This design comes from an exercise in tuning for small area, a short achievable clock period and few clock cycles per item on the open sky130 flow, not from production work.
Function was not checked in any run shown here: the RTL went through the layout flow alone.
The flow treats the clock pin as an ideal source. Dropping or thinning the clock tree relies on that and would not hold on a real chip.
Power is estimated from default activity; no workload was simulated.

<file path="design/flow/standard.sh">
#!/bin/bash
# synth_recipe.tcl (not shown) runs the flow's synth.tcl, then flattens the netlist and writes it again
# the make line also repeats each setting of config.mk as NAME=value (left out here)
make -C /OpenROAD-flow-scripts/flow DESIGN_CONFIG=/design/flow/config.mk WORK_HOME=/design/flow/orfs CLKGATE_MAP_FILE= SYNTH_SCRIPT=/design/flow/synth_recipe.tcl "${@:-finish}"
</file>
<file path="design/flow/design.v">
`timescale 1ns / 1ps
module lzss_decoder (
  input logic rst_,
  input logic clk,
  input logic literal,
  input logic data_ready,
  input logic [3*8-1:0] data_in,
  output logic new_data_ready,
  output logic data_valid,
  output logic [8-1:0] data_out
);
  localparam int WIN = 56;
  logic       t_valid;     
  logic       t_lit;       
  logic       t_copy;      
  logic [7:0] t_byte;      
  logic [7:0] t_len;
  logic [7:0] ring [WIN-1:0];
  logic [7:0] rem;       
  logic       act;       
  logic       last;      
  logic       rep;       
  logic       empty;     
  logic       lit;       
  logic [5:0] dcnt;      
  logic [7:0] lo;        
  logic [6:0] hi;        
  logic       accept;
  logic       e_load;
  logic       in_far;
  logic       in_copy;
  logic       nxt_act;
  logic       nxt_last;
  logic       rem2_1, empty2;
  logic [7:0] byte_out;
  assign accept   = data_ready & new_data_ready;
  assign e_load   = t_valid;
  assign in_far   = (|data_in[15:6]) | (data_in[5:3] == 3'b111);
  assign in_copy  = !literal && !in_far && data_in[23:16] != 8'd0;
  assign data_out = ring[0];
  always_comb begin
    byte_out = lit ? lo : 8'd0;
    for (int j = 0; j < 7; j++) begin
      logic [7:0] grp;
      grp = 8'd0;
      for (int k = 0; k < 8; k++)
        for (int b = 0; b < 8; b++)
          grp[b] = grp[b] | (lo[k] & ring[8*j+k][b]);
      byte_out = byte_out | (hi[j] ? grp : 8'd0);
    end
  end
  always_comb begin
    nxt_act  = e_load ? (t_lit || t_copy) : (act && rem >= 8'd2);
    nxt_last = e_load ? (t_lit || (t_copy && t_len == 8'd1)) : (act && rem == 8'd2);
    rem2_1   = accept  ? literal
             : t_valid ? (t_copy && t_len == 8'd2)
             :           rem == 8'd3;
    empty2   = empty && !act && !nxt_act && !accept;
  end
  always_ff @(posedge clk) begin
    t_lit  <= literal;
    t_copy <= in_copy;
    t_byte <= data_in[7:0];
    t_len  <= data_in[23:16];
  end
  always_ff @(posedge clk) begin
    ring[0] <= byte_out;
    for (int i = WIN-1; i >= 1; i--) ring[i] <= ring[i-1];
  end
  always_ff @(posedge clk) begin
    dcnt <= e_load ? t_byte[5:0] : dcnt - 6'd1;
  end
  always_ff @(posedge clk) begin
    if (e_load) begin
      if (t_lit)       rem <= 8'd1;
      else if (t_copy) rem <= t_len;
      else             rem <= 8'd0;
    end else begin
      rem <= rem == 8'd0 ? 8'(WIN-1) : rem - 8'd1;
    end
  end
  always_ff @(posedge clk) begin
    if (!rst_) begin
      lit  <= 1'b0;
      lo   <= 8'h80;
      hi   <= 7'h40;
    end else if (e_load) begin
      lit <= t_lit;
      for (int k = 0; k < 8; k++) lo[k] <= t_lit ? t_byte[k] : t_copy ? t_byte[2:0] == 3'(k) : k == 7;
      for (int j = 0; j < 7; j++) hi[j] <= t_copy ? t_byte[5:3] == 3'(j) : (j == 6 && !t_lit);
    end else if (last) begin
      lit  <= 1'b0;
      lo   <= 8'h80;
      hi   <= 7'h40;
    end else if (rep) begin
      lit  <= 1'b0;
      lo   <= 8'h01;
      hi   <= 7'h01;
    end
  end
  always_ff @(posedge clk) begin
    if (!rst_) begin
      t_valid        <= 1'b0;
      act            <= 1'b0;
      last           <= 1'b0;
      rep            <= 1'b0;
      empty          <= 1'b1;
      new_data_ready <= 1'b1;
      data_valid     <= 1'b0;
    end else begin
      t_valid        <= accept;
      act            <= nxt_act;
      last           <= nxt_last;
      rep            <= e_load ? (t_copy && t_byte[5:0] == 6'd0 && t_len != 8'd1)
                               : (act && rem >= 8'd3 && dcnt == 6'd1);
      empty          <= empty & !act;
      new_data_ready <= rem2_1 || empty2;
      data_valid     <= act;
    end
  end
endmodule
</file>
<file path="design/flow/flow/run.sh">
#!/bin/bash
set -euo pipefail
R=orfs/results/${FLOW_PLATFORM}/lzss_decoder/base
bash standard.sh "BUFFER_PORTS_ARGS=-buffer_cell sky130_fd_sc_hd__buf_1" cts > 1_standard_to_cts.log 2>&1
cp $R/4_cts.odb $R/4_cts_orig.odb
R=$R openroad -no_init -exit flow/flatten_clock_tree.tcl > 2_flatten_clock_tree.log 2>&1
bash standard.sh finish > 3_standard_finish.log 2>&1
</file>
<file path="design/flow/constraint.sdc">
create_clock -name core_clock -period 5.0 [get_ports {clk}]
set_input_delay 1.0000 -clock core_clock [delete_from_list [all_inputs] [get_ports {clk}]]
set_output_delay 1.0000 -clock core_clock [all_outputs]
set_load 0.01 [all_outputs]
</file>
<file path="design/flow/flow/flatten_clock_tree.tcl">
# Clean up the clock tree that CTS built, then re-legalise the placement:
# 2. remove the dummy loads CTS added to balance the tree (cells on a clock net
#    whose output drives nothing);
# 3. give each leaf buffer (one that drives flip-flops) the smallest clock
#    buffer that keeps the slew at its flip-flops' clock pins under SLEW_PS.
set P $::env(FLOW_HOME)/platforms/$::env(FLOW_PLATFORM)
set R $::env(R)
set SLEW_PS 110
read_db $R/4_cts_orig.odb
read_liberty $P/lib/sky130_fd_sc_hd__tt_025C_1v80.lib
read_sdc $R/4_cts.sdc
source $P/setRC.tcl

set block [ord::get_db_block]
set db [ord::get_db]
set clknet [$block findNet clk]

# 1. top levels
while {1} {
  set tops {}
  set next 0
  foreach it [$clknet getITerms] {
    set inst [$it getInst]
    if {![string match "*clkbuf*" [[$inst getMaster] getName]]} { set next 99; break }
    lappend tops $inst
    foreach lit [[[$inst findITerm X] getNet] getITerms] {
      if {[$lit getInst] ne $inst} { incr next }
    }
  }
  if {$next > 4} { break }
  foreach inst $tops {
    set net [[$inst findITerm X] getNet]
    foreach lit [$net getITerms] {
      if {[$lit getInst] eq $inst} { continue }
      $lit disconnect
      $lit connect $clknet
    }
    [$inst findITerm A] disconnect
    [$inst findITerm X] disconnect
    puts "removed [$inst getName] ([[$inst getMaster] getName]), net [$net getName]"
    odb::dbInst_destroy $inst
    odb::dbNet_destroy $net
  }
}
puts "clock port now drives [llength [$clknet getITerms]] cells"

# the clock buffers, level by level from the port
set bufs {}
set front [list $clknet]
while {[llength $front]} {
  set nfront {}
  foreach net $front {
    foreach it [$net getITerms] {
      if {![$it isInputSignal]} { continue }
      set inst [$it getInst]
      set m [[$inst getMaster] getName]
      if {[string match "*clkbuf*" $m] || [string match "*clkinv*" $m]} {
        set out "NULL"
        foreach o [$inst getITerms] {
          if {[$o isOutputSignal]} { set out [$o getNet] }
        }
        # 2. dummy loads
        if {$out eq "NULL" || [llength [$out getITerms]] < 2} {
          puts "removed dummy load [$inst getName] ($m)"
          foreach o [$inst getITerms] { if {[$o getNet] ne "NULL"} { $o disconnect } }
          odb::dbInst_destroy $inst
          if {$out ne "NULL"} { odb::dbNet_destroy $out }
          continue
        }
        lappend bufs $inst
        lappend nfront $out
      }
    }
  }
  set front $nfront
}

# 3. leaf buffers
set_propagated_clock [all_clocks]
estimate_parasitics -placement
proc sink_slew {inst} {
  set worst 0
  set net [[$inst findITerm X] getNet]
  foreach it [$net getITerms] {
    if {[$it getInst] eq $inst} { continue }
    set pin [get_pins -of_objects [get_cells [[$it getInst] getName]] -filter "name == [[$it getMTerm] getName]"]
    foreach s [list [get_property $pin slew_max_rise] [get_property $pin slew_max_fall]] {
      if {$s > $worst} { set worst $s }
    }
  }
  return $worst
}
set big [$db findMaster sky130_fd_sc_hd__clkbuf_16]
foreach inst $bufs {
  set leaf 1
  foreach it [[[$inst findITerm X] getNet] getITerms] {
    if {[$it getInst] ne $inst && [string match "*clkbuf*" [[[$it getInst] getMaster] getName]]} { set leaf 0 }
  }
  if {!$leaf} { continue }
  set orig [$inst getMaster]
  foreach m {sky130_fd_sc_hd__clkbuf_4 sky130_fd_sc_hd__clkbuf_8} {
    $inst swapMaster [$db findMaster $m]
    estimate_parasitics -placement
    set s [expr {[sink_slew $inst] * 1000.0}]
    if {$s <= $SLEW_PS} {
      puts "leaf [$inst getName]: $m (sink slew [format %.1f $s] ps)"
      break
    }
    $inst swapMaster $orig
  }
}
estimate_parasitics -placement
detailed_placement
check_placement -verbose
estimate_parasitics -placement
report_clock_latency
report_worst_slack -max
report_worst_slack -min
write_db $R/4_cts.odb
</file>
<file path="design/flow/config.mk">
export PLATFORM = sky130hd
export DESIGN_NAME = lzss_decoder
export DESIGN_NICKNAME = lzss_decoder
export VERILOG_FILES = /design/flow/design.v
export SDC_FILE = /design/flow/constraint.sdc
export NUM_CORES = 4
export LEC_CHECK = 0
export CAP_MARGIN = 20
export CORE_MARGIN = 2
export CORE_UTILIZATION = 65
export CTS_CLUSTER_DIAMETER = 60
export CTS_CLUSTER_SIZE = 15
export SETUP_SLACK_MARGIN = 3.15
export SLEW_MARGIN = 20
</file>
==> results of run 1 <==
-- layout by cell type, fill, tap and decap left out, types with 2 or more instances in the layout --
master and instances:
sky130_fd_sc_hd__nor2b_1 2, sky130_fd_sc_hd__a21o_1 11, sky130_fd_sc_hd__xor2_1 2, sky130_fd_sc_hd__a32oi_1 5, sky130_fd_sc_hd__inv_1 9, sky130_fd_sc_hd__o21ai_0 14
sky130_fd_sc_hd__a222oi_1 8, sky130_fd_sc_hd__a22o_1 2, sky130_fd_sc_hd__clkbuf_16 5, sky130_fd_sc_hd__nand3_1 14, sky130_fd_sc_hd__o31ai_1 2, sky130_fd_sc_hd__a21oi_1 13
sky130_fd_sc_hd__buf_1 27, sky130_fd_sc_hd__nand4_1 60, sky130_fd_sc_hd__nand2b_1 2, sky130_fd_sc_hd__a41oi_1 2, sky130_fd_sc_hd__clkbuf_8 34, sky130_fd_sc_hd__nand4bb_1 2
sky130_fd_sc_hd__nor2_1 18, sky130_fd_sc_hd__dfxtp_4 8, sky130_fd_sc_hd__dfxtp_2 10, sky130_fd_sc_hd__buf_6 13, sky130_fd_sc_hd__xnor2_1 6, sky130_fd_sc_hd__ha_1 6
sky130_fd_sc_hd__or3_1 2, sky130_fd_sc_hd__a211oi_1 4, sky130_fd_sc_hd__nand2_1 19, sky130_fd_sc_hd__dfxtp_1 485, sky130_fd_sc_hd__a22oi_1 246, sky130_fd_sc_hd__buf_4 11
sky130_fd_sc_hd__a31oi_1 3, sky130_fd_sc_hd__nor4_1 8, sky130_fd_sc_hd__nor3_1 9, sky130_fd_sc_hd__nand4b_1 4
-- cell type report --
cell class / instances / area (um^2)
clock buffers: 38 / 568
fillers: 1509 / 6080
inverters: 10 / 37.5
multi-input cells: 476 / 3320
flip-flops and latches: 503 / 10100
well taps: 275 / 344
repair buffers: 53 / 360
-- stage by stage --
step	setup slack, ns	area [um^2]
4_1_cts	2.92	15200
3_5_place_dp	2.92	14000
3_3_place_gp	2.94	14000
5_1_grt	3.15	14700
2_1_floorplan	3.43	13700
6_report	3.18	14700
-- layer usage --
metal	global-route usage [%]	part of all wire (%)	vias to the layer above
li1	-	-	3989
met1	36.4	45	4152
met2	41.4	46	299
met3	4.16	6.1	70
met4	9.10	3.3	0
met5	0	0	-
-- timing repair --
| item | 4_1_cts | 5_1_grt |
|---|---|---|
| hold endpoints to repair | 0 | 0 |
| resized for setup | 33 | 10 |
| hold buffers | 0 | 0 |
| setup endpoints to repair | 36 | 14 |
| setup buffers | 5 | 1 |
-- cell families (layout without fill, tap and decap cells) --
kind of cell,Yosys count,after routing,share of synthesized area [%]
and+or+nand+nor,148,148,6.19
adders and majority gates,6,6,0.548
AOI/OAI and AO/OA,314,314,17.0
xor gates and xnor gates,8,8,0.512
DFF,503,503,73.6
buffers and inverters,77,101,2.20
-- power breakdown --
part	internal (W)	switching [W]	leakage (nW)
Combinational	0.000155	0.000173	1.07
Clock	0.000761	0.00112	0.294
Sequential	0.00412	0.000140	4.08
-- sequential cells by signal (all words and copies together) (netlist names), 6 cells and up --
name    cells
ring      448
lo          8
rem         8
t_byte      8
t_len       8
hi          7
dcnt        6
-- path summary, 6_finish.rpt --
kind | slack, ns | startpoint | endpoint
worst min register to register | 0.34 | ring[3][1] | ring[4][1]
worst max-delay path | 3.18 | ring[0][1] | data_out[1]
worst max register to register | 3.25 | lo[3] | ring[0][6]
worst min-delay path | 0.34 | ring[3][1] | ring[4][1]
==> metrics.log, run 1 <==
INFO  metric outcome = no timing/DRC/antenna violations
INFO  metric insertion_delay = 0.34 ns
INFO  metric core_area = between 20000 and 25000 um^2
INFO  metric finalClockSkew = around 0.022 ns
INFO  metric post_synthesis_sequential_area_ratio = approximately 74%
INFO  metric routed-via-count = between 8000 and 9000
INFO  metric synthesis_to_layout_area_growth = 7.70%
INFO  metric num_io_pins = 38
INFO  metric synthesis.yosys.warnings = 2
INFO  metric max_cap_violations = 0
INFO  metric grt_overflow = 0
INFO  metric place.detailed.hpwl = between 15 and 20 mm
INFO  metric postSynthCellCount = between 1000 and 1500
INFO  metric syn-cell-area = 13700 um^2
INFO  metric routedWlPerCell = approximately 21 um
INFO  metric antenna_found_initial = 0
INFO  metric rsz_0062_raised_after_global_routing = true
INFO  metric die_area = between 20000 and 25000 um^2
INFO  metric final_util = between 70 and 80%
INFO  metric timing.critical_path.arrival = slightly above 0.8 ns
INFO  metric drive_gt1_share = under 10%
INFO  metric drt-initial-drc-count = approximately 660
INFO  metric drc_errors = 0
INFO  metric first_pass_iters = 6
INFO  metric syn-num-nets = 1090
INFO  metric synthTopCellsByArea = sky130_fd_sc_hd__dfxtp_1, sky130_fd_sc_hd__a22oi_1, sky130_fd_sc_hd__nand4_1
INFO  metric final.min_clock_period = 1.82 ns
INFO  metric yosysUniqueCellTypes = 42
INFO  metric vias_per_cell = 6.28
INFO  metric worst-setup-path-type = flip-flop to output port
INFO  metric chipHeight = approximately 150 um
INFO  metric setup-tns-final = 0 ns
INFO  metric slew_headroom = between 40% and 50%
INFO  metric wl = between 20 and 30 mm
INFO  metric grtUsageTotal = approximately 26%
INFO  metric row_count = 53
INFO  metric routabilityCongestion = about 0.75
INFO  metric worst_setup_hold_path_clk_slew = approximately 0.09 ns
INFO  metric cells_along_the_critical_path = buf_6
INFO  metric power.ir.vdd_worst = roughly 270 uV
INFO  metric hold_ws = approximately 0.34 ns
INFO  metric fin_total_pwr = ~0.0065 W
INFO  metric finalNonFillerCells = ~1400
INFO  metric tightest_slew = about 0.85 ns
INFO  metric final_hold_viol_count = 0
INFO  metric clock_sinks = between 500 and 600
INFO  metric finalMaxSlewViolations = 0
INFO  metric start_util = between 60% and 70%
INFO  metric final_count_of_negative_setup_slack_endpoints = 0
INFO  metric grt_max_degree = 58
INFO  metric timing.fmax = around 0.55 GHz
INFO  metric synth_seq_cells = 503
INFO  metric power.density = roughly 440 nW/um^2
INFO  metric syn_area_per_cell = 13.0 um^2
INFO  metric antenna-diode-count = 0
INFO  metric timing.hold.worst.class = flip-flop to flip-flop
INFO  metric cpLargestDelayFamily = flip-flops
INFO  metric ff2ff_path_depth = 5
INFO  metric synth_edf_count = 0
INFO  metric critPathCaptureType = output port
INFO  metric fp.dieW = 149 um
INFO  metric synth-async-reset-ratio = 0%
INFO  metric synthDominantCellAreaShare = about three quarters
INFO  metric holdPathStages = 0
INFO  metric critical_path.max_fanout = 3
INFO  metric crit_required = roughly 4.0 ns
INFO  metric first_global_vias = between 8000 and 9000
INFO  metric synth_top_area_cell = sky130_fd_sc_hd__dfxtp_1
INFO  metric placed_cells = approximately 1300
INFO  metric critical_path_cell_count = 1
INFO  metric final_antenna_net_count = 0
INFO  metric io_buffer_count = 37
INFO  metric timing.final.crit_share = around 36%
INFO  metric worst_path_largest_cell_delay = ~0.37 ns
INFO  metric first_pass_grt_wire_length = ~46 mm
INFO  metric leakage_power_of_the_design = 5.45 nW
INFO  metric yosys-top-cells-count = sky130_fd_sc_hd__dfxtp_1, sky130_fd_sc_hd__a22oi_1, sky130_fd_sc_hd__nand4_1, sky130_fd_sc_hd__clkbuf_1, sky130_fd_sc_hd__buf_1
INFO  metric critical_path.slowest_cell = sky130_fd_sc_hd__dfxtp_4
INFO  metric top_count_cell_post_synth = sky130_fd_sc_hd__dfxtp_1
INFO  metric net_total_in_the_final_layout = 1116
INFO  metric synth_flop_cell = sky130_fd_sc_hd__dfxtp_1
INFO  metric critical_path.startpoint_type = flip-flop
INFO  metric cp_num_buf_inv = 1
==> run 2, diff against run 1 <==
--- a/design/flow/config.mk
+++ b/design/flow/config.mk
@@ -9,6 +9,6 @@
 export CORE_MARGIN = 2
 export CORE_UTILIZATION = 65
 export CTS_CLUSTER_DIAMETER = 60
-export CTS_CLUSTER_SIZE = 15
+export CTS_CLUSTER_SIZE = 18
 export SETUP_SLACK_MARGIN = 3.15
 export SLEW_MARGIN = 20
==> metrics.log, run 2 <==
INFO  metric final.min_clock_period = 1.83 ns (+0.00727 ns)
INFO  metric top_count_cell_post_synth = sky130_fd_sc_hd__dfxtp_1
INFO  metric syn-cell-area = 13700 um^2 (unchanged)
INFO  metric slew_headroom = 42.1% (-1.1 points)
INFO  metric first_pass_iters = 6 (unchanged)
INFO  metric drive_gt1_share = 7.70% (-0.17 points)
INFO  metric routedWlPerCell = 21.3 um (+0.28%)
INFO  metric critical_path.max_fanout = 3 (unchanged)
INFO  metric grt_overflow = 0 (unchanged)
INFO  metric setup-tns-final = 0 ns (unchanged)
INFO  metric clock_sinks = 503 (unchanged)
INFO  metric grt_max_degree = 58 (unchanged)
INFO  metric max_cap_violations = 0 (unchanged)
INFO  metric synth_edf_count = 0 (unchanged)
INFO  metric synth_flop_cell = sky130_fd_sc_hd__dfxtp_1
INFO  metric outcome = no timing/DRC/antenna violations
INFO  metric largest_register_ffs = 448 (unchanged)
INFO  metric num_io_pins = 38 (unchanged)
INFO  metric grtUsageTotal = 25.9% (-0.12 points)
INFO  metric rsz_0062_raised_after_global_routing = true
INFO  metric largest_register = ring
INFO  metric antenna-diode-count = 0 (unchanged)
INFO  metric cells_along_the_critical_path = buf_6
INFO  metric synthesis.yosys.warnings = 2 (unchanged)
INFO  metric yosys-top-cells-count = sky130_fd_sc_hd__dfxtp_1, sky130_fd_sc_hd__a22oi_1, sky130_fd_sc_hd__nand4_1, sky130_fd_sc_hd__clkbuf_1, sky130_fd_sc_hd__buf_1
INFO  metric yosysUniqueCellTypes = 42 (unchanged)
INFO  metric routabilityCongestion = 0.752 (unchanged)
INFO  metric synthesis_to_layout_area_growth = 7.42%
INFO  metric core_area = 20800 um^2 (unchanged)
INFO  metric vias_per_cell = 6.25 (-0.53%)
INFO  metric synthTopCellsByArea = sky130_fd_sc_hd__dfxtp_1, sky130_fd_sc_hd__a22oi_1, sky130_fd_sc_hd__nand4_1
INFO  metric syn_area_per_cell = 13.0 um^2 (unchanged)
INFO  metric synthDominantCellAreaShare = 73.6% (unchanged)
INFO  metric routed-via-count = 8452 (-0.68%)
INFO  metric finalMaxSlewViolations = 0 (unchanged)
INFO  metric leakage_power_of_the_design = 5.43 nW (-0.37%)
INFO  metric final_critical_path_setup_slack = 3.17 ns (-0.00727 ns)
INFO  metric chipHeight = 149 um (unchanged)
INFO  metric power.density = 435 nW/um^2 (-1.1%)
INFO  metric critical_path.startpoint_type = flip-flop
INFO  metric row_count = 53 (unchanged)
INFO  metric placement.cell_area = 14000 um^2 (unchanged)
INFO  metric worst_setup_hold_path_clk_slew = 0.10 ns (about the same)
INFO  metric final_hold_viol_count = 0 (unchanged)
INFO  metric insertion_delay = 0.33 ns (about the same)
INFO  metric final_cell_mix = sky130_fd_sc_hd__dfxtp_1, sky130_fd_sc_hd__a22oi_1, sky130_fd_sc_hd__nand4_1
INFO  metric tightest_slew = 0.868 ns (+0.0160 ns)
INFO  metric dp_slack = 2.92 ns (unchanged)
INFO  metric cp_num_buf_inv = 1 (unchanged)
INFO  metric critPathCaptureType = output port
INFO  metric io_buffer_count = 37 (unchanged)
INFO  metric ctsHtreeMaxLevel = 2
INFO  metric cts_root_buffer = sky130_fd_sc_hd__clkbuf_16
INFO  metric timing.critical_path.arrival = 0.83 ns (about the same)
INFO  metric timing.final.crit_share = 36.6% (+0.15 points)
INFO  metric first_global_vias = 8495 (-1.2%)
INFO  metric cpLargestDelayFamily = flip-flops
INFO  metric synth-async-reset-ratio = 0% (unchanged)
INFO  metric hold_ws = 0.331 ns (-0.00894 ns)
INFO  metric crit_required = 4.00 ns (about the same)
INFO  metric worst_path_largest_cell_delay = 0.37 ns (about the same)
INFO  metric start_util = 65.7% (unchanged)
INFO  metric cts_tree = done
INFO  metric final_antenna_net_count = 0 (unchanged)
INFO  metric antenna_found_initial = 0 (unchanged)
INFO  metric post_synthesis_sequential_area_ratio = 73.6% (unchanged)
INFO  metric final_common_cell = sky130_fd_sc_hd__dfxtp_1
INFO  metric synth_seq_cells = 503 (unchanged)
INFO  metric clock_path_buffers = 3
INFO  metric final_count_of_negative_setup_slack_endpoints = 0 (unchanged)
INFO  metric num-fill-cells = 1512 (+0.20%)
INFO  metric timing.hold.worst.class = flip-flop to flip-flop
INFO  metric place.detailed.hpwl = 15.7 mm (unchanged)
INFO  metric drt-initial-drc-count = 685 (+3.2%)
INFO  metric final_area = 14700 um^2 (-0.25%)
INFO  metric postSynthCellCount = 1056 (unchanged)
INFO  metric first_pass_grt_wire_length = 45.3 mm (-0.71%)
INFO  metric synth_top_area_cell = sky130_fd_sc_hd__dfxtp_1
INFO  metric wl = 28.9 mm (+0.13%)
INFO  metric power.ir.vdd_worst = 293 uV (+8.9%)
INFO  metric net_total_in_the_final_layout = 1112 (-0.36%)
INFO  metric die_area = 22200 um^2 (unchanged)
INFO  metric drc_errors = 0 (unchanged)
INFO  metric finalClockSkew = 0.0203 ns (-0.00163 ns)
INFO  metric timing.fmax = 0.547 GHz (-0.40%)
INFO  metric critical_path.slowest_cell = sky130_fd_sc_hd__dfxtp_4
INFO  metric worst-setup-path-type = flip-flop to output port
INFO  metric syn-num-nets = 1090 (unchanged)
INFO  metric tritoncts.num_buffers = 34
INFO  metric fp.dieW = 149 um (unchanged)
## run 2: cell counts after synthesis
No cell type changed its count.
## run 2: path summary, 6_finish.rpt
| check | slack, ns | startpoint | depth (start not counted) | end |
|---|---|---|---|---|
| worst min register to register | 0.33 | ring[31][4] | 0 | ring[32][4] |
| worst max-delay path | 3.17 | ring[0][1] | 1 | data_out[1] |
| worst max register to register | 3.24 | lo[0] | 5 | ring[0][3] |
| worst min-delay path | 0.33 | ring[31][4] | 0 | ring[32][4] |
## run 2: per-layer routing
layer	wire length, um	global-route usage (%)	share of wire [%]
met1	13400	37.0	46
met3	1410	2.94	4.9
met2	13300	41.4	46
met5	0	0	0
met4	800	8.76	2.8
## run 2: area by class of cell
type / instances / area [um^2] / share of cell area [%]
clock buffer: 33 / 499 / 3.40
clock inverter: 2 / 17.5 / 0.119
inverter: 10 / 37.5 / 0.255
multi-input combinational: 476 / 3320 / 22.6
sequential: 503 / 10100 / 68.8
tap: 275 / 344 / 2.34
timing repair buffer: 54 / 374 / 2.54
## run 2: repair_timing
| item | in CTS | in global routing |
|---|---|---|
| resized for setup | 34 | 8 |
| endpoints found under the hold margin | 0 | 0 |
| hold buffers | 0 | 0 |
| endpoints found under the setup margin | 36 | 14 |
| setup buffers | 5 | 2 |
## run 2: through the flow
stage	total power [W]	cells	util, %
after global placement	0.00467	1311	67.2
after CTS	0.00714	1357	72.2
after floorplan	0.00456	1056	-
after detailed placement	0.00467	1311	67.2
final	0.00639	1353	70.6
after global routing	0.00664	1353	70.6
## run 2: where the power goes
group	total, W	internal, W	switching (W)	leakage (nW)
Clock	0.00180	0.000683	0.00111	0.267
Sequential	0.00426	0.00413	0.000139	4.08
Combinational	0.000329	0.000154	0.000175	1.07
## run 2: logic make-up after synthesis
| group | count (synthesis) | synth area share (%) |
|---|---|---|
| AO/OA/AOI/OAI | 314 | 17.0 |
| XOR/XNOR | 8 | 0.512 |
| adder cells (fa/ha/maj) | 6 | 0.548 |
| buffers and inverters | 77 | 2.20 |
| flip-flops | 503 | 73.6 |
| AND/OR/NAND/NOR | 148 | 6.19 |
==> run 3, diff against run 2 <==
--- a/design/flow/design.v
+++ b/design/flow/design.v
@@ -14,7 +14,6 @@
   logic       t_lit;       
   logic       t_copy;      
   logic [7:0] t_byte;      
-  logic [7:0] t_len;
   logic [7:0] ring [WIN-1:0];
   logic [7:0] rem;       
   logic       act;       
@@ -51,9 +50,9 @@
   end
   always_comb begin
     nxt_act  = e_load ? (t_lit || t_copy) : (act && rem >= 8'd2);
-    nxt_last = e_load ? (t_lit || (t_copy && t_len == 8'd1)) : (act && rem == 8'd2);
+    nxt_last = e_load ? (t_lit || (t_copy && rem == 8'd1)) : (act && rem == 8'd2);
     rem2_1   = accept  ? literal
-             : t_valid ? (t_copy && t_len == 8'd2)
+             : t_valid ? (t_copy && rem == 8'd2)
              :           rem == 8'd3;
     empty2   = empty && !act && !nxt_act && !accept;
   end
@@ -61,7 +60,6 @@
     t_lit  <= literal;
     t_copy <= in_copy;
     t_byte <= data_in[7:0];
-    t_len  <= data_in[23:16];
   end
   always_ff @(posedge clk) begin
     ring[0] <= byte_out;
@@ -71,10 +69,11 @@
     dcnt <= e_load ? t_byte[5:0] : dcnt - 6'd1;
   end
   always_ff @(posedge clk) begin
-    if (e_load) begin
-      if (t_lit)       rem <= 8'd1;
-      else if (t_copy) rem <= t_len;
-      else             rem <= 8'd0;
+    if (accept) begin
+      rem <= data_in[23:16];
+    end else if (e_load) begin
+      if (t_lit)        rem <= 8'd1;
+      else if (!t_copy) rem <= 8'd0;
     end else begin
       rem <= rem == 8'd0 ? 8'(WIN-1) : rem - 8'd1;
     end
@@ -111,7 +110,7 @@
       t_valid        <= accept;
       act            <= nxt_act;
       last           <= nxt_last;
-      rep            <= e_load ? (t_copy && t_byte[5:0] == 6'd0 && t_len != 8'd1)
+      rep            <= e_load ? (t_copy && t_byte[5:0] == 6'd0 && rem != 8'd1)
                                : (act && rem >= 8'd3 && dcnt == 6'd1);
       empty          <= empty & !act;
       new_data_ready <= rem2_1 || empty2;
==> metrics.log, run 3 <==
INFO  metric outcome = no timing/DRC/antenna violations
INFO  metric grtUsageTotal = 26.0% (+0.15 points)
INFO  metric launch_instance_of_the_worst_register_to_register_path = rem[5]
INFO  metric num-fill-cells = 1433 (-5.2%)
INFO  metric leakage_power_of_the_design = 5.35 nW (-1.4%)
INFO  metric first_global_vias = 8444 (-0.60%)
INFO  metric syn_area_per_cell = 13.0 um^2 (+0.50%)
INFO  metric synth_flop_cell = sky130_fd_sc_hd__dfxtp_1
INFO  metric yosys-top-cells-count = sky130_fd_sc_hd__dfxtp_1, sky130_fd_sc_hd__a22oi_1, sky130_fd_sc_hd__nand4_1, sky130_fd_sc_hd__clkbuf_1, sky130_fd_sc_hd__nand3_1
INFO  metric crit_required = 4.00 ns (about the same)
INFO  metric routedWlPerCell = 21.4 um (+0.29%)
INFO  metric syn-cell-area = 13600 um^2 (-0.55%)
INFO  metric chipHeight = 149 um (-0.27%)
INFO  metric critical_path.startpoint = ring[0][2]
INFO  metric synth_edf_count = 8 (+8)
INFO  metric synthDominantCellAreaShare = 71.6% (-1.9 points)
INFO  metric largest_register = ring
INFO  metric core_area = 20400 um^2 (-2.2%)
INFO  metric first_pass_grt_wire_length = 45.7 mm (+0.90%)
INFO  metric io_buffer_count = 37 (unchanged)
INFO  metric first_pass_iters = 5 (-1)
INFO  metric timing.hold.worst.class = flip-flop to flip-flop
INFO  metric routed-via-count = 8322 (-1.5%)
INFO  metric routabilityCongestion = 0.779 (+3.6%)
INFO  metric cpLargestDelayFamily = flip-flops
INFO  metric synthesis.yosys.warnings = 2 (unchanged)
INFO  metric power.ir.vdd_worst = 271 uV (-7.6%)
INFO  metric fp.dieW = 149 um (-0.27%)
INFO  metric synth-async-reset-ratio = 0% (unchanged)
INFO  metric hold_ws = 0.335 ns (+0.00435 ns)
INFO  metric final_cell_mix = sky130_fd_sc_hd__dfxtp_1, sky130_fd_sc_hd__a22oi_1, sky130_fd_sc_hd__nand4_1
INFO  metric largest_register_ffs = 448 (unchanged)
INFO  metric cells_along_the_critical_path = buf_2
INFO  metric clock_path_buffers = 3 (unchanged)
INFO  metric hold_buffers = 0 (unchanged)
INFO  metric die_area = 22100 um^2 (-0.54%)
INFO  metric slew_headroom = 41.5% (-0.61 points)
INFO  metric synthesis_to_layout_area_growth = 7.13%
INFO  metric power.density = 417 nW/um^2 (-4.1%)
INFO  metric grt_overflow = 0 (unchanged)
INFO  metric max_cap_violations = 0 (unchanged)
INFO  metric place.detailed.hpwl = 15.7 mm (about the same)
INFO  metric final_count_of_negative_setup_slack_endpoints = 0 (unchanged)
INFO  metric start_util = 66.8% (+1.1 points)
INFO  metric top_count_cell_post_synth = sky130_fd_sc_hd__dfxtp_1
INFO  metric synthTopCellsByArea = sky130_fd_sc_hd__dfxtp_1, sky130_fd_sc_hd__a22oi_1, sky130_fd_sc_hd__nand4_1
INFO  metric insertion_delay = 0.40 ns (+0.07 ns)
INFO  metric yosysUniqueCellTypes = 53 (+26%)
INFO  metric worst_path_largest_cell_delay = 0.36 ns (about the same)
INFO  metric net_total_in_the_final_layout = 1101 (-0.99%)
INFO  metric clock_sinks = 495 (-1.6%)
INFO  metric worst_setup_hold_path_clk_slew = 0.10 ns (about the same)
INFO  metric post_synthesis_sequential_area_ratio = 73.4% (-0.18 points)
INFO  metric cts_root_buffer = sky130_fd_sc_hd__clkbuf_16
INFO  metric timing.critical_path.arrival = 0.93 ns (+0.10 ns)
INFO  metric finalMaxSlewViolations = 0 (unchanged)
INFO  metric cts_tree = done
INFO  metric drc_errors = 0 (unchanged)
INFO  metric final_common_cell = sky130_fd_sc_hd__dfxtp_1
INFO  metric ctsHtreeMaxLevel = 1 (-1)
INFO  metric vias_per_cell = 6.23 (-0.21%)
INFO  metric critical_path.startpoint_type = flip-flop
INFO  metric timing.final.crit_share = 38.6% (+2.0 points)
INFO  metric setup-tns-final = 0 ns (unchanged)
INFO  metric final_hold_viol_count = 0 (unchanged)
INFO  metric tritoncts.num_buffers = 31 (-8.8%)
INFO  metric synth_seq_cells = 495 (-1.6%)
INFO  metric cp_num_buf_inv = 1 (unchanged)
INFO  metric grt_max_degree = 58 (unchanged)
INFO  metric final.min_clock_period = 1.93 ns (+0.100 ns)
INFO  metric critPathCaptureType = output port
INFO  metric antenna-diode-count = 0 (unchanged)
INFO  metric tightest_slew = 0.877 ns (+0.00910 ns)
INFO  metric synth_top_area_cell = sky130_fd_sc_hd__dfxtp_1
INFO  metric critical_path.slowest_cell = sky130_fd_sc_hd__dfxtp_2
INFO  metric final_antenna_net_count = 0 (unchanged)
INFO  metric launch_instance_of_the_worst_min_delay_path = ring[2][0]
INFO  metric critical_path.max_fanout = 3 (unchanged)
INFO  metric antenna_found_initial = 0 (unchanged)
INFO  metric worst-setup-path-type = flip-flop to output port
INFO  metric drt-initial-drc-count = 642 (-6.3%)
INFO  metric postSynthCellCount = 1045 (-1.0%)
INFO  metric finalClockSkew = 0.0203 ns (+0.0000154 ns)
INFO  metric drive_gt1_share = 8.54% (+0.85 points)
INFO  metric row_count = 52 (-1.9%)
INFO  metric num_io_pins = 38 (unchanged)
INFO  metric syn-num-nets = 1080 (-0.92%)
INFO  metric wl = 28.6 mm (-1.0%)
INFO  metric timing.fmax = 0.519 GHz (-5.2%)
INFO  metric rsz_0062_raised_after_global_routing = true
==> run 3: cell type report <==
cell class / instances / area (um^2) / area share [%]
Multi-Input combinational cell: 470 / 3340 / 22.9
Clock inverter: 1 / 8.76 / 0.0601
Tap cell: 270 / 338 / 2.32
Timing Repair Buffer: 57 / 378 / 2.59
Clock buffer: 30 / 447 / 3.06
Inverter: 12 / 48.8 / 0.335
Sequential cell: 495 / 10000 / 68.7
==> run 3: kinds of logic after synthesis <==
| group | Yosys count | share of synthesized area, % |
|---|---|---|
| adders and majority gates | 7 | 0.643 |
| DFF | 495 | 73.4 |
| xor gates and xnor gates | 8 | 0.515 |
| buffers and inverters | 80 | 2.21 |
| muxes | 1 | 0.0735 |
| and+or+nand+nor | 143 | 6.09 |
| AOI/OAI and AO/OA | 311 | 17.1 |
==> run 3: power by group <==
part / internal (W) / switching (W) / total [W]
Combinational: 0.000115 / 0.000139 / 0.000254
Clock: 0.000602 / 0.00108 / 0.00168
Sequential: 0.00404 / 0.000103 / 0.00414
Total: 0.00476 / 0.00132 / 0.00608
==> run 3: metrics by stage <==
| stage | cell area, um^2 | power, W | setup slack, ns | std cells | util, % |
|---|---|---|---|---|---|
| 2_1_floorplan | 13600 | 0.00437 | 3.18 | 1045 | - |
| 3_3_place_gp | 13900 | 0.00445 | 2.75 | 1293 | 68.3 |
| 3_5_place_dp | 13900 | 0.00446 | 2.71 | 1293 | 68.3 |
| 4_1_cts | 14900 | 0.00674 | 2.87 | 1338 | 73.1 |
| 5_1_grt | 14600 | 0.00632 | 3.03 | 1335 | 71.6 |
| 6_report | 14600 | 0.00608 | 3.07 | 1335 | 71.6 |
==> run 3: what timing repair did <==
| action | CTS | global route |
|---|---|---|
| pin swaps | 0 | 1 |
| gates cloned | 0 | 0 |
| setup endpoints to repair | 38 | 37 |
| buffers inserted | 8 | 3 |
| resized for setup | 36 | 12 |
==> run 3: path summary, 6_finish.rpt <==
path | to | slack (ns) | cells after the start
worst max-delay path | data_out[2] | 3.07 | 1
worst min-delay path | ring[3][0] | 0.34 | 0
worst max register to register | rem[7] | 3.13 | 4
worst min register to register | ring[3][0] | 0.34 | 0
==> run 3: layer usage <==
metal	track usage [%]	wire, um	vias up
met4	6.57	512	0
met3	3.19	1520	40
li1	-	-	3930
met2	42.5	13600	244
met1	37.4	13000	4108
met5	0	0	-
==> run 4, diff against run 3 <==
--- a/design/flow/design.v
+++ b/design/flow/design.v
@@ -21,7 +21,7 @@
   logic       rep;       
   logic       empty;     
   logic       lit;       
-  logic [5:0] dcnt;      
+  logic [7:0] e_byte;    
   logic [7:0] lo;        
   logic [6:0] hi;        
   logic       accept;
@@ -38,7 +38,7 @@
   assign in_copy  = !literal && !in_far && data_in[23:16] != 8'd0;
   assign data_out = ring[0];
   always_comb begin
-    byte_out = lit ? lo : 8'd0;
+    byte_out = lit ? e_byte : 8'd0;
     for (int j = 0; j < 7; j++) begin
       logic [7:0] grp;
       grp = 8'd0;
@@ -66,7 +66,8 @@
     for (int i = WIN-1; i >= 1; i--) ring[i] <= ring[i-1];
   end
   always_ff @(posedge clk) begin
-    dcnt <= e_load ? t_byte[5:0] : dcnt - 6'd1;
+    e_byte[7:6] <= t_byte[7:6];
+    e_byte[5:0] <= e_load ? t_byte[5:0] : e_byte[5:0] - 6'd1;
   end
   always_ff @(posedge clk) begin
     if (accept) begin
@@ -85,7 +86,7 @@
       hi   <= 7'h40;
     end else if (e_load) begin
       lit <= t_lit;
-      for (int k = 0; k < 8; k++) lo[k] <= t_lit ? t_byte[k] : t_copy ? t_byte[2:0] == 3'(k) : k == 7;
+      for (int k = 0; k < 8; k++) lo[k] <= t_copy ? t_byte[2:0] == 3'(k) : k == 7;
       for (int j = 0; j < 7; j++) hi[j] <= t_copy ? t_byte[5:3] == 3'(j) : (j == 6 && !t_lit);
     end else if (last) begin
       lit  <= 1'b0;
@@ -111,7 +112,7 @@
       act            <= nxt_act;
       last           <= nxt_last;
       rep            <= e_load ? (t_copy && t_byte[5:0] == 6'd0 && rem != 8'd1)
-                               : (act && rem >= 8'd3 && dcnt == 6'd1);
+                               : (act && rem >= 8'd3 && e_byte[5:0] == 6'd1);
       empty          <= empty & !act;
       new_data_ready <= rem2_1 || empty2;
       data_valid     <= act;
--- a/design/flow/config.mk
+++ b/design/flow/config.mk
@@ -9,6 +9,6 @@
 export CORE_MARGIN = 2
 export CORE_UTILIZATION = 65
 export CTS_CLUSTER_DIAMETER = 60
-export CTS_CLUSTER_SIZE = 18
+export CTS_CLUSTER_SIZE = 15
 export SETUP_SLACK_MARGIN = 3.15
 export SLEW_MARGIN = 20
==> metrics.log, run 4 <==
INFO  metric final_hold_viol_count = 0 (unchanged)
INFO  metric timing.hold.worst.class = flip-flop to flip-flop
INFO  metric power.density = 443 nW/um^2 (+6.3%)
INFO  metric drive_gt1_share = 8.58% (+0.040 points)
INFO  metric io_buffer_count = 37 (unchanged)
INFO  metric placement.cell_area = 13900 um^2 (-0.36%)
INFO  metric largest_family_of_logic_cells_by_synthesized_area = compound AO/OA/AOI/OAI gates
INFO  metric cts_tree = done
INFO  metric first_global_vias = 8454 (+0.12%)
INFO  metric final_count_of_negative_setup_slack_endpoints = 0 (unchanged)
INFO  metric cells_along_the_critical_path = buf_6
INFO  metric timing.critical_path.arrival = 0.82 ns (-0.11 ns)
INFO  metric final_antenna_net_count = 0 (unchanged)
INFO  metric synth_simple_gate_area_share = 5.92% (-0.16 points)
INFO  metric fp.dieW = 148 um (-0.23%)
INFO  metric place.detailed.hpwl = 15.9 mm (+1.8%)
INFO  metric yosys-top-cells-count = sky130_fd_sc_hd__dfxtp_1, sky130_fd_sc_hd__a22oi_1, sky130_fd_sc_hd__nand4_1, sky130_fd_sc_hd__clkbuf_1, sky130_fd_sc_hd__nand2_1
INFO  metric timing.fmax = 0.550 GHz (+6.1%)
INFO  metric cts_root_buffer = sky130_fd_sc_hd__clkbuf_16
INFO  metric cpLargestDelayFamily = flip-flops
INFO  metric critical_path.slowest_cell = sky130_fd_sc_hd__dfxtp_2
INFO  metric antenna_found_initial = 0 (unchanged)
INFO  metric first_pass_iters = 5 (unchanged)
INFO  metric placed_cells = 1283 (-0.77%)
INFO  metric max_cap_violations = 0 (unchanged)
INFO  metric largest_register_ffs = 448 (unchanged)
INFO  metric synthTopCellsByArea = sky130_fd_sc_hd__dfxtp_1, sky130_fd_sc_hd__a22oi_1, sky130_fd_sc_hd__nand4_1
INFO  metric setup-tns-final = 0 ns (unchanged)
INFO  metric yosysUniqueCellTypes = 44 (-17%)
INFO  metric critPathCaptureType = output port
INFO  metric syn_area_per_cell = 13.1 um^2 (+0.78%)
INFO  metric synth_top_area_cell = sky130_fd_sc_hd__dfxtp_1
INFO  metric critical_path.startpoint_type = flip-flop
INFO  metric grt_overflow = 0 (unchanged)
INFO  metric first_pass_grt_wire_length = 46.3 mm (+1.2%)
INFO  metric start_util = 66.5% (-0.32 points)
INFO  metric hold_buffers = 0 (unchanged)
INFO  metric chipHeight = 148 um (-0.23%)
INFO  metric top_count_cell_post_synth = sky130_fd_sc_hd__dfxtp_1
INFO  metric worst_path_largest_cell_delay = 0.37 ns (about the same)
INFO  metric post_synthesis_sequential_area_ratio = 74.0% (+0.65 points)
INFO  metric cp_num_buf_inv = 1 (unchanged)
INFO  metric finalMaxSlewViolations = 0 (unchanged)
INFO  metric synth_edf_count = 8 (unchanged)
INFO  metric final.min_clock_period = 1.82 ns (-0.111 ns)
INFO  metric slew_headroom = 41.2% (-0.27 points)
INFO  metric syn-num-nets = 1067 (-1.2%)
INFO  metric synth_seq_cells = 497 (+0.40%)
INFO  metric rsz_0062_raised_after_global_routing = true
INFO  metric vias_per_cell = 6.30 (+1.0%)
INFO  metric crit_required = 4.00 ns (about the same)
INFO  metric synth_fa_ha_area_share = 0.647% (+0.0031 points)
INFO  metric drt-initial-drc-count = 559 (-13%)
INFO  metric parity_gate_share_of_the_synthesized_area_counting_xor_and_xnor_cells = 0.517% (+0.0025 points)
INFO  metric num_io_pins = 38 (unchanged)
INFO  metric antenna-diode-count = 0 (unchanged)
INFO  metric die_area = 22000 um^2 (-0.46%)
INFO  metric routed-via-count = 8376 (+0.65%)
INFO  metric synth-async-reset-ratio = 0% (unchanged)
INFO  metric worst-setup-path-type = flip-flop to output port
INFO  metric tritoncts.num_buffers = 39 (+26%)
INFO  metric power.ir.vdd_worst = 304 uV (+12%)
INFO  metric synth_flop_cell = sky130_fd_sc_hd__dfxtp_1
INFO  metric final_common_cell = sky130_fd_sc_hd__dfxtp_1
INFO  metric grtUsageTotal = 26.8% (+0.75 points)
INFO  metric synthesis.yosys.warnings = 2 (unchanged)
INFO  metric routabilityCongestion = 0.805 (+3.4%)
INFO  metric worst_setup_hold_path_clk_slew = 0.09 ns (about the same)
INFO  metric routedWlPerCell = 21.9 um (+2.5%)
INFO  metric wl = 29.2 mm (+2.1%)
INFO  metric synthDominantCellAreaShare = 72.3% (+0.64 points)
INFO  metric net_total_in_the_final_layout = 1096 (-0.45%)
INFO  metric critical_path.max_fanout = 3 (unchanged)
INFO  metric final_util = 71.8% (+0.19 points)
INFO  metric timing.final.crit_share = 36.3% (-2.2 points)
INFO  metric clock_path_buffers = 3 (unchanged)
INFO  metric drc_errors = 0 (unchanged)
INFO  metric grt_max_degree = 58 (unchanged)
INFO  metric num-fill-cells = 1390 (-3.0%)
INFO  metric synthesis_to_layout_area_growth = 7.93%
INFO  metric finalClockSkew = 0.0313 ns (+0.0110 ns)
INFO  metric leakage_power_of_the_design = 5.35 nW (about the same)
INFO  metric ctsHtreeMaxLevel = 2 (+1)
INFO  metric finalNonFillerCells = 1330 (-0.37%)
INFO  metric final_area = 14600 um^2 (+0.27%)
INFO  metric postSynthCellCount = 1032 (-1.2%)
INFO  metric final_cell_mix = sky130_fd_sc_hd__dfxtp_1, sky130_fd_sc_hd__a22oi_1, sky130_fd_sc_hd__nand4_1
INFO  metric row_count = 52 (unchanged)
INFO  metric yosys-mux-area-fraction = 0.0739% (+0.00035 points)
INFO  metric syn-cell-area = 13500 um^2 (-0.48%)
INFO  metric synth_compound_gate_area_share = 16.7% (-0.34 points)
INFO  metric outcome = no timing/DRC/antenna violations
INFO  metric clock_sinks = 497 (+0.40%)
INFO  metric insertion_delay = 0.33 ns (-0.07 ns)
INFO  metric core_area = 20400 um^2 (unchanged)
INFO  metric tightest_slew = 0.881 ns (+0.00404 ns)
INFO  metric largest_register = ring
run 4: changes by cell type after synthesis, moves of 4 or more:
| cell | previous run | this run |
|---|---|---|
| sky130_fd_sc_hd__nand2_1 | 16 | 21 |
| sky130_fd_sc_hd__nand4_1 | 57 | 66 |
| sky130_fd_sc_hd__a222oi_1 | 8 | 0 |
| sky130_fd_sc_hd__a22oi_1 | 241 | 261 |
| sky130_fd_sc_hd__nand3_1 | 18 | 3 |
| sky130_fd_sc_hd__nor2_1 | 17 | 12 |
| sky130_fd_sc_hd__clkbuf_1 | 53 | 49 |
| sky130_fd_sc_hd__a21o_1 | 8 | 1 |
| sky130_fd_sc_hd__nor2b_1 | 1 | 11 |
| sky130_fd_sc_hd__a21boi_0 | 0 | 5 |
| sky130_fd_sc_hd__a21oi_1 | 16 | 4 |
run 4: layout make-up:
class                           count  area (um^2)  share of cell area, %
Multi-Input combinational cell    461         3270                   22.4
Inverter                           10         37.5                  0.257
Clock buffer                       38          562                   3.84
Timing Repair Buffer               53          335                   2.29
Sequential cell                   497        10100                   68.9
Tap cell                          270          338                   2.31
Clock inverter                      1         8.76                 0.0599
run 4: repair_timing:
item | in CTS | in global routing
buffers inserted | 4 | 4
gates resized for setup | 35 | 7
setup endpoints to repair | 27 | 16
run 4: kinds of logic (layout without fill, tap and decap cells):
| group | Yosys count | after routing |
|---|---|---|
| compound gates | 305 | 305 |
| xor+xnor | 8 | 8 |
| fa+ha+maj | 7 | 7 |
| buf+inv | 74 | 102 |
| flops | 497 | 497 |
| mux | 1 | 1 |
| simple gates | 140 | 140 |
run 4: power by group:
group          switching, W  internal (W)
Combinational      0.000114      0.000118
Sequential         0.000189       0.00419
Clock               0.00111      0.000756
run 4: path summary, 6_finish.rpt:
path               startpoint          end  slack [ns]  cells past startpoint
setup / recovery   ring[0][5]  data_out[5]        3.18                      1
hold / removal    ring[15][6]  ring[16][6]        0.31                      0
setup reg to reg      t_valid          rep        3.21                      4
hold reg to reg   ring[15][6]  ring[16][6]        0.31                      0
run 4: layer usage:
layer  vias up  wire (um)  part of all wire [%]  GRT usage (%)
met5         -          0                     0              0
met4         0        586                   2.0           7.48
met3        49       1760                   6.0           5.15
met2       250      13300                    46           42.2
met1      4180      13600                    46           38.2
li1       3897          -                     -              -
run 4: stage by stage:
step | worst slack [ns] | hold slack [ns] | total power, W
floorplan | 3.07 | 0.310 | 0.00455
global placement | 2.85 | 0.312 | 0.00466
detailed placement | 2.80 | 0.315 | 0.00467
CTS | 2.99 | 0.329 | 0.00729
global route | 3.13 | 0.310 | 0.00673
finish | 3.18 | 0.314 | 0.00648
==> run 5, diff against run 4 <==
--- a/design/flow/config.mk
+++ b/design/flow/config.mk
@@ -9,6 +9,6 @@
 export CORE_MARGIN = 2
 export CORE_UTILIZATION = 65
 export CTS_CLUSTER_DIAMETER = 60
-export CTS_CLUSTER_SIZE = 15
+export CTS_CLUSTER_SIZE = 18
 export SETUP_SLACK_MARGIN = 3.15
 export SLEW_MARGIN = 20
==> metrics.log, run 5 <==
INFO  metric first_global_vias = 8418 (-0.43%)
INFO  metric critical_path.max_fanout = 3 (unchanged)
INFO  metric grt_max_degree = 58 (unchanged)
INFO  metric grt_overflow = 0 (unchanged)
INFO  metric largest_register_ffs = 448 (unchanged)
INFO  metric fp.dieW = 148 um (unchanged)
INFO  metric cts_root_buffer = sky130_fd_sc_hd__clkbuf_16
INFO  metric largest_register = ring
INFO  metric first_pass_grt_wire_length = 45.9 mm (-0.78%)
INFO  metric crit_required = 4.00 ns (about the same)
INFO  metric critical_path.startpoint_type = flip-flop
INFO  metric final_antenna_net_count = 0 (unchanged)
INFO  metric routabilityCongestion = 0.805 (unchanged)
INFO  metric core_area = 20400 um^2 (unchanged)
INFO  metric timing.hold.worst.class = flip-flop to flip-flop
INFO  metric net_total_in_the_final_layout = 1089 (-0.64%)
INFO  metric worst_path_largest_cell_delay = 0.38 ns (about the same)
INFO  metric die_area = 22000 um^2 (unchanged)
INFO  metric synth_edf_count = 8 (unchanged)
INFO  metric antenna-diode-count = 0 (unchanged)
INFO  metric num_io_pins = 38 (unchanged)
INFO  metric finalMaxSlewViolations = 0 (unchanged)
INFO  metric post_synthesis_sequential_area_ratio = 74.0% (unchanged)
INFO  metric cp_num_buf_inv = 1 (unchanged)
INFO  metric syn-num-nets = 1067 (unchanged)
INFO  metric synthTopCellsByArea = sky130_fd_sc_hd__dfxtp_1, sky130_fd_sc_hd__a22oi_1, sky130_fd_sc_hd__nand4_1
INFO  metric final_critical_path_setup_slack = 3.11 ns (-0.0731 ns)
INFO  metric routed-via-count = 8329 (-0.56%)
INFO  metric timing.final.crit_share = 37.8% (+1.5 points)
INFO  metric cts_tree = done
INFO  metric tritoncts.num_buffers = 31 (-21%)
INFO  metric place.detailed.hpwl = 15.9 mm (unchanged)
INFO  metric yosys-top-cells-count = sky130_fd_sc_hd__dfxtp_1, sky130_fd_sc_hd__a22oi_1, sky130_fd_sc_hd__nand4_1, sky130_fd_sc_hd__clkbuf_1, sky130_fd_sc_hd__nand2_1
INFO  metric final_count_of_negative_setup_slack_endpoints = 0 (unchanged)
INFO  metric yosysUniqueCellTypes = 44 (unchanged)
INFO  metric worst_setup_hold_path_clk_slew = 0.10 ns (about the same)
INFO  metric routedWlPerCell = 21.8 um (-0.48%)
INFO  metric start_util = 66.5% (unchanged)
INFO  metric first_pass_iters = 5 (unchanged)
INFO  metric clock_sinks = 497 (unchanged)
INFO  metric syn-cell-area = 13500 um^2 (unchanged)
INFO  metric grtUsageTotal = 26.4% (-0.39 points)
INFO  metric leakage_power_of_the_design = 5.29 nW (-1.1%)
INFO  metric critical_path.slowest_cell = sky130_fd_sc_hd__dfxtp_2
INFO  metric row_count = 52 (unchanged)
INFO  metric final.min_clock_period = 1.89 ns (+0.0731 ns)
INFO  metric synth_flop_cell = sky130_fd_sc_hd__dfxtp_1
INFO  metric drt-initial-drc-count = 567 (+1.4%)
INFO  metric tightest_slew = 0.852 ns (-0.0293 ns)
INFO  metric cells_along_the_critical_path = buf_6
INFO  metric synthesis.yosys.warnings = 2 (unchanged)
INFO  metric finalClockSkew = 0.0202 ns (-0.0111 ns)
INFO  metric dp_slack = 2.80 ns (unchanged)
INFO  metric chipHeight = 148 um (unchanged)
INFO  metric max_cap_violations = 0 (unchanged)
INFO  metric placement.cell_area = 13900 um^2 (unchanged)
INFO  metric rsz_0062_raised_after_global_routing = true
INFO  metric synth_top_area_cell = sky130_fd_sc_hd__dfxtp_1
INFO  metric final_area = 14500 um^2 (-0.81%)
INFO  metric insertion_delay = 0.40 ns (+0.07 ns)
INFO  metric synth-async-reset-ratio = 0% (unchanged)
INFO  metric critPathCaptureType = output port
INFO  metric io_buffer_count = 37 (unchanged)
INFO  metric drive_gt1_share = 7.98% (-0.61 points)
INFO  metric postSynthCellCount = 1032 (unchanged)
INFO  metric drc_errors = 0 (unchanged)
INFO  metric hold_buffers = 0 (unchanged)
INFO  metric outcome = no timing/DRC/antenna violations
INFO  metric power.ir.vdd_worst = 287 uV (-5.7%)
INFO  metric final_hold_viol_count = 0 (unchanged)
INFO  metric antenna_found_initial = 0 (unchanged)
INFO  metric wl = 28.9 mm (-1.0%)
INFO  metric timing.fmax = 0.529 GHz (-3.9%)
INFO  metric cpLargestDelayFamily = flip-flops
INFO  metric ctsHtreeMaxLevel = 1 (-1)
INFO  metric syn_area_per_cell = 13.1 um^2 (unchanged)
INFO  metric synthDominantCellAreaShare = 72.3% (unchanged)
INFO  metric worst-setup-path-type = flip-flop to output port
INFO  metric power.density = 433 nW/um^2 (-2.2%)
INFO  metric slew_headroom = 43.2% (+2.0 points)
INFO  metric timing.critical_path.arrival = 0.89 ns (+0.07 ns)
INFO  metric final_util = 71.2% (-0.58 points)
INFO  metric vias_per_cell = 6.30 (about the same)
INFO  metric top_count_cell_post_synth = sky130_fd_sc_hd__dfxtp_1
INFO  metric final_common_cell = sky130_fd_sc_hd__dfxtp_1
INFO  metric synthesis_to_layout_area_growth = 7.06%
INFO  metric synth_seq_cells = 497 (unchanged)
INFO  metric clock_path_buffers = 3 (unchanged)
INFO  metric final_cell_mix = sky130_fd_sc_hd__dfxtp_1, sky130_fd_sc_hd__a22oi_1, sky130_fd_sc_hd__nand4_1
INFO  metric hold_ws = 0.332 ns (+0.0172 ns)
INFO  metric setup-tns-final = 0 ns (unchanged)
-- run 5: cell count changes in the layout (fill, tap and decap cells not counted) --
cell                        previous run  this run
sky130_fd_sc_hd__clkbuf_4              1         0
sky130_fd_sc_hd__buf_4                14        15
sky130_fd_sc_hd__clkbuf_16             4         2
sky130_fd_sc_hd__clkbuf_8             33        28
-- run 5: final cells by class --
cell class / count / area [um^2]
Inverter: 10 / 37.5
Sequential cell: 497 / 10100
Tap cell: 270 / 338
Fill cell: 1419 / 5860
Multi-Input combinational cell: 461 / 3270
Timing Repair Buffer: 54 / 343
Clock buffer: 30 / 435
Clock inverter: 1 / 8.76
-- run 5: final timing paths --
| path | start | to | slack, ns | depth (start not counted) |
|---|---|---|---|---|
| max | ring[0][5] | data_out[5] | 3.11 | 1 |
| min | t_byte[6] | e_byte[6] | 0.33 | 0 |
| max reg2reg | lo[1] | ring[0][6] | 3.21 | 5 |
| min reg2reg | t_byte[6] | e_byte[6] | 0.33 | 0 |
-- run 5: per-layer routing --
layer,up-vias,GRT usage [%],part of all wire (%)
met1,4120,38.3,47
met5,-,0,0
met4,0,8.33,3.2
met2,257,40.6,44
li1,3890,-,-
met3,62,4.85,5.8
-- run 5: timing repair --
action / in CTS / in global routing
setup buffers: 5 / 4
setup endpoints to repair: 28 / 23
gates cloned: 0 / 0
gates resized for setup: 36 / 6
-- run 5: logic make-up (layout without fill, tap and decap cells) --
family                     count (synthesis)  after routing  synth area share (%)
and+or+nand+nor                          140            140                  5.92
adders and majority gates                  7              7                 0.647
DFF                                      497            497                  74.0
xor gates and xnor gates                   8              8                 0.517
muxes                                      1              1                0.0739
buffers and inverters                     74             95                  2.06
AOI/OAI and AO/OA                        305            305                  16.7
-- run 5: metrics by stage --
stage	power, W	cells
after floorplan	0.00455	1032
after global routing	0.00652	1323
final	0.00629	1323
after global placement	0.00466	1283
after detailed placement	0.00467	1283
after CTS	0.00693	1323
-- run 5: where the power goes --
part | internal [W] | leakage (nW) | switching [W]
Combinational | 0.000115 | 0.997 | 0.000111
Clock | 0.000585 | 0.230 | 0.00109
Sequential | 0.00419 | 4.07 | 0.000189
Total | 0.00489 | 5.29 | 0.00139

==> what the ideal ports hide <==
How much do the figures lean on ideal ports? The routed layouts below were timed once more, with nothing changed but the port constraints. Step 1, drivers: a clkbuf_16 drives clk and a buf_2 each remaining input, both assumed. Step 2 times the ports against the registers' clock, not the clock port: input delays grow and output delays shrink by t, the midpoint of the rising clock arrivals with the driver on. Slacks: ideal ports / drivers / drivers and shift; pairs: ideal ports / drivers.
run | shift t [ns] | setup WS [ns] | hold slack, ns | pins driven straight from the clock port
run 1 | 0.408 | 3.179 / 3.094 / 2.928 | 0.340 / 0.340 / 0.340 | 4
run 2 | 0.415 | 3.172 / 3.082 / 2.967 | 0.331 / 0.331 / 0.331 | 4
run 3 | 0.450 | 3.072 / 3.009 / 2.915 | 0.335 / 0.335 / 0.335 | 2
run 4 | 0.408 | 3.183 / 3.090 / 2.987 | 0.314 / 0.314 / 0.314 | 4
run 5 | 0.458 | 3.110 / 3.048 / 2.972 | 0.332 / 0.332 / 0.332 | 2
After both steps setup and hold are still met in every run listed. For run 1, which loses most, drivers alone change the setup slack by -0.085 ns; drivers and shift together by -0.251 ns.
